Context: an optimization exercise on an open-source flow, tuned for small area. The choices shown serve that exercise and are no tape-out recipe.
In this exercise RTL edits were held to simulation tests only and were not proved equivalent to the original.
Power is estimated from default activity; no workload was simulated.

--- design/flow/run.sh ---
#!/bin/bash
# synth_recipe.tcl (not shown) runs the flow's synth.tcl, then flattens the netlist and writes it again
# the make line also repeats each setting of config.mk as NAME=value (left out here)
make -C /OpenROAD-flow-scripts/flow DESIGN_CONFIG=/design/flow/config.mk WORK_HOME=/design/flow/orfs CLKGATE_MAP_FILE= SYNTH_SCRIPT=/design/flow/synth_recipe.tcl finish
--- design/flow/config.mk ---
export PLATFORM = sky130hd
export DESIGN_NAME = simon
export DESIGN_NICKNAME = simon
export VERILOG_FILES = /design/flow/design.v
export SDC_FILE = /design/flow/constraint.sdc
export NUM_CORES = 4
export LEC_CHECK = 0
export CAP_MARGIN = 20
export CORE_MARGIN = 2
export CORE_UTILIZATION = 40
export PLACE_DENSITY = 0.6
export SLEW_MARGIN = 20
--- design/flow/constraint.sdc ---
create_clock -name core_clock -period 10.0 [get_ports {clk}]
set_input_delay 2.0000 -clock core_clock [delete_from_list [all_inputs] [get_ports {clk}]]
set_output_delay 2.0000 -clock core_clock [all_outputs]
set_load 0.01 [all_outputs]
--- design/flow/design.v ---
module simon(
    input wire clk,
    input wire rst,
    input wire [3:0] btn,     
    input wire start,
    input wire difficulty,  
    output reg [3:0] led,     
    output reg [11:0] rgb,    
    output reg hsync,         
    output reg vsync,         
    output reg [6:0] score,    
    output reg [3:0] an        
);
    parameter H_DISPLAY = 640;
    parameter H_FRONT = 16;
    parameter H_SYNC = 96;
    parameter H_BACK = 48;
    parameter V_DISPLAY = 480;
    parameter V_FRONT = 10;
    parameter V_SYNC = 2;
    parameter V_BACK = 33;
    parameter TOTAL_COLS = H_DISPLAY + H_FRONT + H_SYNC + H_BACK;
    parameter TOTAL_ROWS = V_DISPLAY + V_FRONT + V_SYNC + V_BACK;
    parameter SLOW_DELAY_ON = 27'd5000;
    parameter SLOW_DELAY_OFF = 27'd6000;
    parameter FAST_DELAY_ON = 27'd2000;
    parameter FAST_DELAY_OFF = 27'd2500;
    parameter BLINK_BIT = 10;  
    localparam IDLE = 3'b000;
    localparam SHOW = 3'b001;
    localparam WAIT = 3'b010;
    localparam INPUT = 3'b011;
    localparam WIN = 3'b100;
    localparam LOSE = 3'b101;
    reg [2:0] state;
    reg [3:0] seq_mem [15:0];
    reg [4:0] current_length;
    reg [4:0] current_pos;
    reg [26:0] counter;
    reg [9:0] h_count;
    reg [9:0] v_count;
    reg [3:0] btn_prev;
    reg [3:0] btn_valid;
    reg [1:0] clk_div;
    reg [26:0] delay_counter;  
    reg [16:0] refresh_counter;
    wire [1:0] display_select;
    reg [3:0] digit_value;   
    assign display_select = refresh_counter[16:15];
    always @(posedge clk or posedge rst) begin
        if (rst) begin
            clk_div <= 0;
            refresh_counter <= 0;
        end else begin
            clk_div <= clk_div + 1;
            refresh_counter <= refresh_counter + 1;
        end
    end
    always @(posedge clk or posedge rst) begin
        if (rst) begin
            btn_prev <= 0;
            btn_valid <= 0;
        end else begin
            btn_prev <= btn;
            btn_valid <= (btn & ~btn_prev);
        end
    end
    always @(posedge clk or posedge rst) begin
        if (rst) begin
            h_count <= 0;
            v_count <= 0;
        end else if (clk_div == 0) begin
            if (h_count == TOTAL_COLS - 1) begin
                h_count <= 0;
                if (v_count == TOTAL_ROWS - 1)
                    v_count <= 0;
                else
                    v_count <= v_count + 1;
            end else
                h_count <= h_count + 1;
        end
    end
    always @* begin
        hsync = ~((h_count >= (H_DISPLAY + H_FRONT)) && 
                  (h_count < (H_DISPLAY + H_FRONT + H_SYNC)));
        vsync = ~((v_count >= (V_DISPLAY + V_FRONT)) && 
                  (v_count < (V_DISPLAY + V_FRONT + V_SYNC)));
    end
    always @* begin
        case(display_select)
            2'b00: begin
                an = 4'b1110;   
                case(digit_value)
                    4'h0: score = 7'b1000000;  
                    4'h1: score = 7'b1111001;  
                    4'h2: score = 7'b0100100;  
                    4'h3: score = 7'b0110000;  
                    4'h4: score = 7'b0011001;  
                    4'h5: score = 7'b0010010;  
                    4'h6: score = 7'b0000010;  
                    4'h7: score = 7'b1111000;  
                    4'h8: score = 7'b0000000;  
                    4'h9: score = 7'b0010000;  
                    default: score = 7'b1111111;  
                endcase
            end
            default: begin
                an = 4'b1111;   
                score = 7'b1111111;  
            end
        endcase
    end
    reg [15:0] lfsr;
    always @(posedge clk) begin
        if (rst)
            lfsr <= 16'hFFFF;
        else
            lfsr <= {lfsr[14:0], lfsr[15] ^ lfsr[14] ^ lfsr[12] ^ lfsr[3]};
    end
    always @(posedge clk or posedge rst) begin
        if (rst) begin
            state <= IDLE;
            current_length <= 0;
            current_pos <= 0;
            digit_value <= 0;
            led <= 4'b0000;
            counter <= 0;
            delay_counter <= 0;
        end else begin
            case (state)
                IDLE: begin
                    led <= 4'b0000;
                    if (start) begin
                        state <= SHOW;
                        seq_mem[0] <= lfsr[1:0];
                        current_length <= 1;
                        current_pos <= 0;
                        counter <= 0;
                        digit_value <= 0;
                    end
                end
                SHOW: begin
                    if (difficulty) begin
                        if (delay_counter < SLOW_DELAY_ON) begin
                            led <= (4'b0001 << seq_mem[current_pos]);  
                            delay_counter <= delay_counter + 1;
                        end else if (delay_counter < SLOW_DELAY_OFF) begin
                            led <= 4'b0000;  
                            delay_counter <= delay_counter + 1;
                        end else begin
                            delay_counter <= 0;
                            if (current_pos == current_length - 1) begin
                                state <= INPUT;
                                current_pos <= 0;
                                led <= 4'b0000;
                            end else begin
                                current_pos <= current_pos + 1;
                            end
                        end
                    end else begin
                        if (delay_counter < FAST_DELAY_ON) begin
                            led <= (4'b0001 << seq_mem[current_pos]);  
                            delay_counter <= delay_counter + 1;
                        end else if (delay_counter < FAST_DELAY_OFF) begin
                            led <= 4'b0000;  
                            delay_counter <= delay_counter + 1;
                        end else begin
                            delay_counter <= 0;
                            if (current_pos == current_length - 1) begin
                                state <= INPUT;
                                current_pos <= 0;
                                led <= 4'b0000;
                            end else begin
                                current_pos <= current_pos + 1;
                            end
                        end
                    end
                end
                INPUT: begin
                    led <= btn;
                    if (|btn_valid) begin
                        if (btn_valid == (4'b0001 << seq_mem[current_pos])) begin
                            if (current_pos == current_length - 1) begin
                                if ((difficulty && current_length == 5) || (!difficulty && current_length == 4)) begin
                                    digit_value <= digit_value + 1;
                                    state <= WIN;
                                end else begin
                                    state <= SHOW;
                                    seq_mem[current_length] <= (lfsr[1:0] == 2'b11) ? 2'b10 : {1'b0, lfsr[0]};
                                    current_length <= current_length + 1;
                                    current_pos <= 0;
                                    if (digit_value < 9)  
                                        digit_value <= digit_value + 1;
                                    counter <= 0;
                                end
                            end else begin
                                current_pos <= current_pos + 1;
                            end
                        end else begin
                            state <= LOSE;
                        end
                    end
                end
                WIN: begin
                    led <= 4'b1111;
                    if (start) begin
                        state <= IDLE;
                    end
                end
                LOSE: begin
                    led <= 4'b0000;
                    counter <= counter + 1;
                    if (start) begin
                        state <= IDLE;
                    end
                end
            endcase
        end
    end
    always @* begin
        if (h_count < H_DISPLAY && v_count < V_DISPLAY) begin
            case (state)
                IDLE: rgb = 12'h333;
                SHOW, INPUT: begin
                    case (led)
                        4'b0001: rgb = 12'h00F; 
                        4'b0010: rgb = 12'hFF0; 
                        4'b0100: rgb = 12'hF0F; 
                        4'b1000: rgb = 12'h0F0; 
                        default: rgb = 12'h444;
                    endcase
                end
                WIN: rgb = 12'hF00;
                LOSE: rgb = (counter[BLINK_BIT]) ? 12'h00F : 12'h333;
                default: rgb = 12'h333;
            endcase
        end else
            rgb = 12'h000;
    end
endmodule
==> out/results.md <==
### Pwr
* NetSw: 310 uW
* internal power: 1.04 mW
* sequential fraction of design power: 0.478
* Cell Pwr Density: 147 mW/mm^2
* share of total power consumed by net switching: 0.229
* worst voltage drop across the vdd grid: 0.000111 V
* power share of the combinational group: 0.026
* Lkg Pwr: 3.72 nW
* proportion of power drawn by the clock network: 0.495

### Finish
* # fillers: 1,908
* nets@finish: 869
* total inserted antenna cells: 0
* most common cell after layout, fill and taps aside: sky130_fd_sc_hd__dfrtp_1
* Non-Filler Instances: 1,122
* highest-count cells in the layout ignoring fill and taps: sky130_fd_sc_hd__dfrtp_1 (106), sky130_fd_sc_hd__nand2_1 (67), sky130_fd_sc_hd__nor2_1 (55), sky130_fd_sc_hd__o21ai_0 (44), sky130_fd_sc_hd__nand3_1 (36)
* layout overhead on the synthesized area: 13.8%
* combined flip-flop and latch cell area: 0.00393 sq mm
* fraction of final layout cells with drive strength greater than 1: 0.0798
* combined area of the multi-input logic cells: 0.00388 sq mm

### Logic synthesis
* library cells used by synthesis: 77
* Yosys reg bits: 154
* instance count of the mapped netlist: 824
* most used flip-flop cell after synthesis: sky130_fd_sc_hd__dfrtp_1
* count of synthesis-stage warnings from yosys: 2
* number of synthesized flops with an enable pin: 32
* average instance area after synthesis: 9.86 sq um
* FFs w/ async S/R, synth: 0.688
* area of the mapped netlist: 0.00812 sq mm
* sequential element share of the synthesized area: 0.484

### Clock tree
* CTS tree: built
* number of H-tree levels: 4
* Resized Gates After CTS: 0
* number of buffers created by CTS: 17
* clk buf depth: 2
* CTS Hold Buffers Added: 0
* insertion delay of the later-clocked pin in the worst-skew pair: 430 ps
* count of clock tree sinks: 154
* clock slew at the register clock pins of the worst setup and hold paths: 70 ps
* number of buffers inserted to repair setup after CTS: 0
* Root Driver: sky130_fd_sc_hd__clkbuf_16

### STA
* slew of the pin with the lowest slew margin: 932 ps
* Slew Viols, Final: 0
* setup repair after global routing missed its margin: no
* fmax: 203 MHz
* Worst Skew: 10.9 ps
* worst-case headroom to the max-slew limit: 0.378
* Final Hold Viols: 0
* count of final setup violators: 0
* min cycle time layout: 4930 ps
* worst hold margin: 399 ps
* share of the clock period used by the worst path: 0.493
* total negative slack for setup checks: 0 ps

### Detailed routing
* total via count after detailed routing: 6,153
* post-detailed-route DRC marker count: 0
* Pre-antenna DRT Iters: 5
* Routed WL: 18,900 microns
* routed len/inst: 16.9 microns
* drt initial violations: 404
* via-per-instance ratio: 5.48
* antenna-violating nets left: 0

### Setup path
* crit start category: register
* critical path arrival: 2930 ps
* Worst Path Required: 8000 ps
* critical path class: register to output pin
* maximum net fanout on the critical path: 23
* Worst setup EP type: output pin

### Die
* starting density of the core: 0.404
* area of the die: 0.0215 sq mm
* area of the core region: 0.0201 sq mm
* Top-Level Pins: 37
* Die Span Y: 147 microns
* horizontal die dimension: 147 microns
* number of rows created at floorplan: 52

### GRT
* remaining global-route overflow: 0
* largest net degree at the start of global routing: 69
* Total Routing Usage GR: 0.184
* number of antenna violations at the first check in global routing: 0
* vias in the first global route: 5,848
* global-route wire length before repair: 31,400 microns

### Place
* DPL Wire Length: 13,200 microns
* port buffer count: 33
* Placed Instances: 1,090
* Final Wtd Congestion: 0.837

### Min path
* worst hold path class: register to register

### Run status
* outcome: no timing/DRC/antenna violations

### Flow run
* max-cap violation count: 0

[logic make-up after synthesis]
group / Yosys count / share of synthesized area
AND/OR/NAND/NOR: 324 / 0.213
AO/OA/AOI/OAI: 179 / 0.152
flip-flops: 154 / 0.484
buffers and inverters: 75 / 0.0391
XOR/XNOR: 56 / 0.0604
adder cells (fa/ha/maj): 22 / 0.0339
multiplexers: 13 / 0.0165
other: 1 / 0.000462
[per-stage QoR]
| stage | setup WS, ps | instance area, sq um | utilization | total power, mW |
|---|---|---|---|---|
| 4_1_cts | 5100 | 9240 | 0.460 | 1.37 |
| 2_1_floorplan | 4570 | 8130 | - | 0.684 |
| 3_5_place_dp | 5490 | 8630 | 0.429 | 0.697 |
| 5_1_grt | 4930 | 9240 | 0.460 | 1.41 |
| 3_3_place_gp | 5540 | 8630 | 0.429 | 0.697 |
| 6_report | 5070 | 9240 | 0.460 | 1.35 |
[path summary, 6_finish.rpt]
| kind | from | to | slack [ps] | cells after the start |
|---|---|---|---|---|
| hold / removal | btn_prev[2] | btn_valid[2] | 400 | 1 |
| min in group asynchronous | rst | digit_value[1] | 2260 | 2 |
| setup / recovery | state[1] | rgb[0] | 5070 | 3 |
| max in group asynchronous | rst | delay_counter[25] | 6420 | 3 |
| hold reg to reg | btn_prev[2] | btn_valid[2] | 400 | 1 |
| setup reg to reg | state[1] | counter[8] | 6560 | 7 |
[area by class of cell]
cell class / count / share of cell area
Clock buffer: 20 / 0.0496
Clock inverter: 12 / 0.0164
Inverter: 34 / 0.0141
Multi-Input combinational cell: 597 / 0.420
Sequential cell: 154 / 0.426
Tap cell: 270 / 0.0366
Timing Repair Buffer: 35 / 0.0374
[worst max-delay path, cell delays in order, from the launching register on]
cell	delay, ps
sky130_fd_sc_hd__dfrtp_1	840
sky130_fd_sc_hd__nor2b_1	280
sky130_fd_sc_hd__a221oi_1	720
sky130_fd_sc_hd__clkdlybuf4s50_1	670
[power by group through the flow]
stage / Combinational [mW] / Sequential (mW) / Clock [mW]
2_1_floorplan: 0.0260 / 0.658 / 0
3_3_place_gp: 0.0366 / 0.660 / 0
4_1_cts: 0.0370 / 0.648 / 0.686
6_report: 0.0359 / 0.648 / 0.671
3_5_place_dp: 0.0367 / 0.661 / 0
5_1_grt: 0.0409 / 0.648 / 0.717
[routing by layer]
layer / routed length (microns) / part of all wire / up-vias / global-route usage
li1: - / - / 2992 / -
met1: 8960 / 0.47 / 3003 / 0.262
met2: 8830 / 0.47 / 138 / 0.282
met3: 827 / 0.044 / 20 / 0.0391
met4: 285 / 0.015 / 0 / 0.0612
met5: 0 / 0 / - / 0
[synth_stat cells, types with 9 or more instances]
cell                       number  share of area
sky130_fd_sc_hd__and2_1        18          0.014
sky130_fd_sc_hd__nand2_1       67          0.031
sky130_fd_sc_hd__nor3_1        19          0.012
sky130_fd_sc_hd__nor2b_1       14          0.011
sky130_fd_sc_hd__a31oi_1        9         0.0069
sky130_fd_sc_hd__nand2b_1      11         0.0085
sky130_fd_sc_hd__or2_2         17          0.013
sky130_fd_sc_hd__o21ai_0       44          0.027
sky130_fd_sc_hd__nand4_1       17          0.013
sky130_fd_sc_hd__edfxtp_1      32           0.12
sky130_fd_sc_hd__dfrtp_1      106           0.33
sky130_fd_sc_hd__ha_1          22          0.034
sky130_fd_sc_hd__xor2_1        21          0.023
sky130_fd_sc_hd__nor2_1        55          0.025
sky130_fd_sc_hd__o31ai_1       12          0.011
sky130_fd_sc_hd__nand3_1       36          0.022
sky130_fd_sc_hd__mux2i_1       10          0.012
sky130_fd_sc_hd__a21oi_1       31          0.019
sky130_fd_sc_hd__inv_1         32          0.015
sky130_fd_sc_hd__dfxtp_1       16          0.039
sky130_fd_sc_hd__and3_1        26          0.020
sky130_fd_sc_hd__xnor2_1       35          0.038
sky130_fd_sc_hd__clkbuf_1      24          0.011
[state kept, by name, summed over array words and instances (netlist names), 5 cells and up]
register,flops
h_count,10
current_pos,5
delay_counter,27
lfsr,16
refresh_counter,17
current_length,5
v_count,10
seq_mem,32
counter,11

## what the ideal ports hide
How much do the figures lean on ideal ports? The routed layout below was timed once more, with nothing changed but the port constraints.
Step 1 assumes that a clkbuf_16 drives the clock port and a buf_2 every other input.
Step 2 moves the port delays by t, midway between the first and last clock arrival at a register: inputs arrive t later, outputs are due t later. That takes back most of the time a late clock gives input paths.
Slacks: ideal / step 1 / step 2; pairs: ideal / step 1.
t, ns: 0.474
setup slack, ns: 5.066 / 5.019 / 5.460
hold slack, ns: 0.399 / 0.399 / 0.399
After both steps this run still meets setup and hold. For this run, drivers alone change the setup slack by -0.047 ns; drivers and shift together by +0.394 ns.
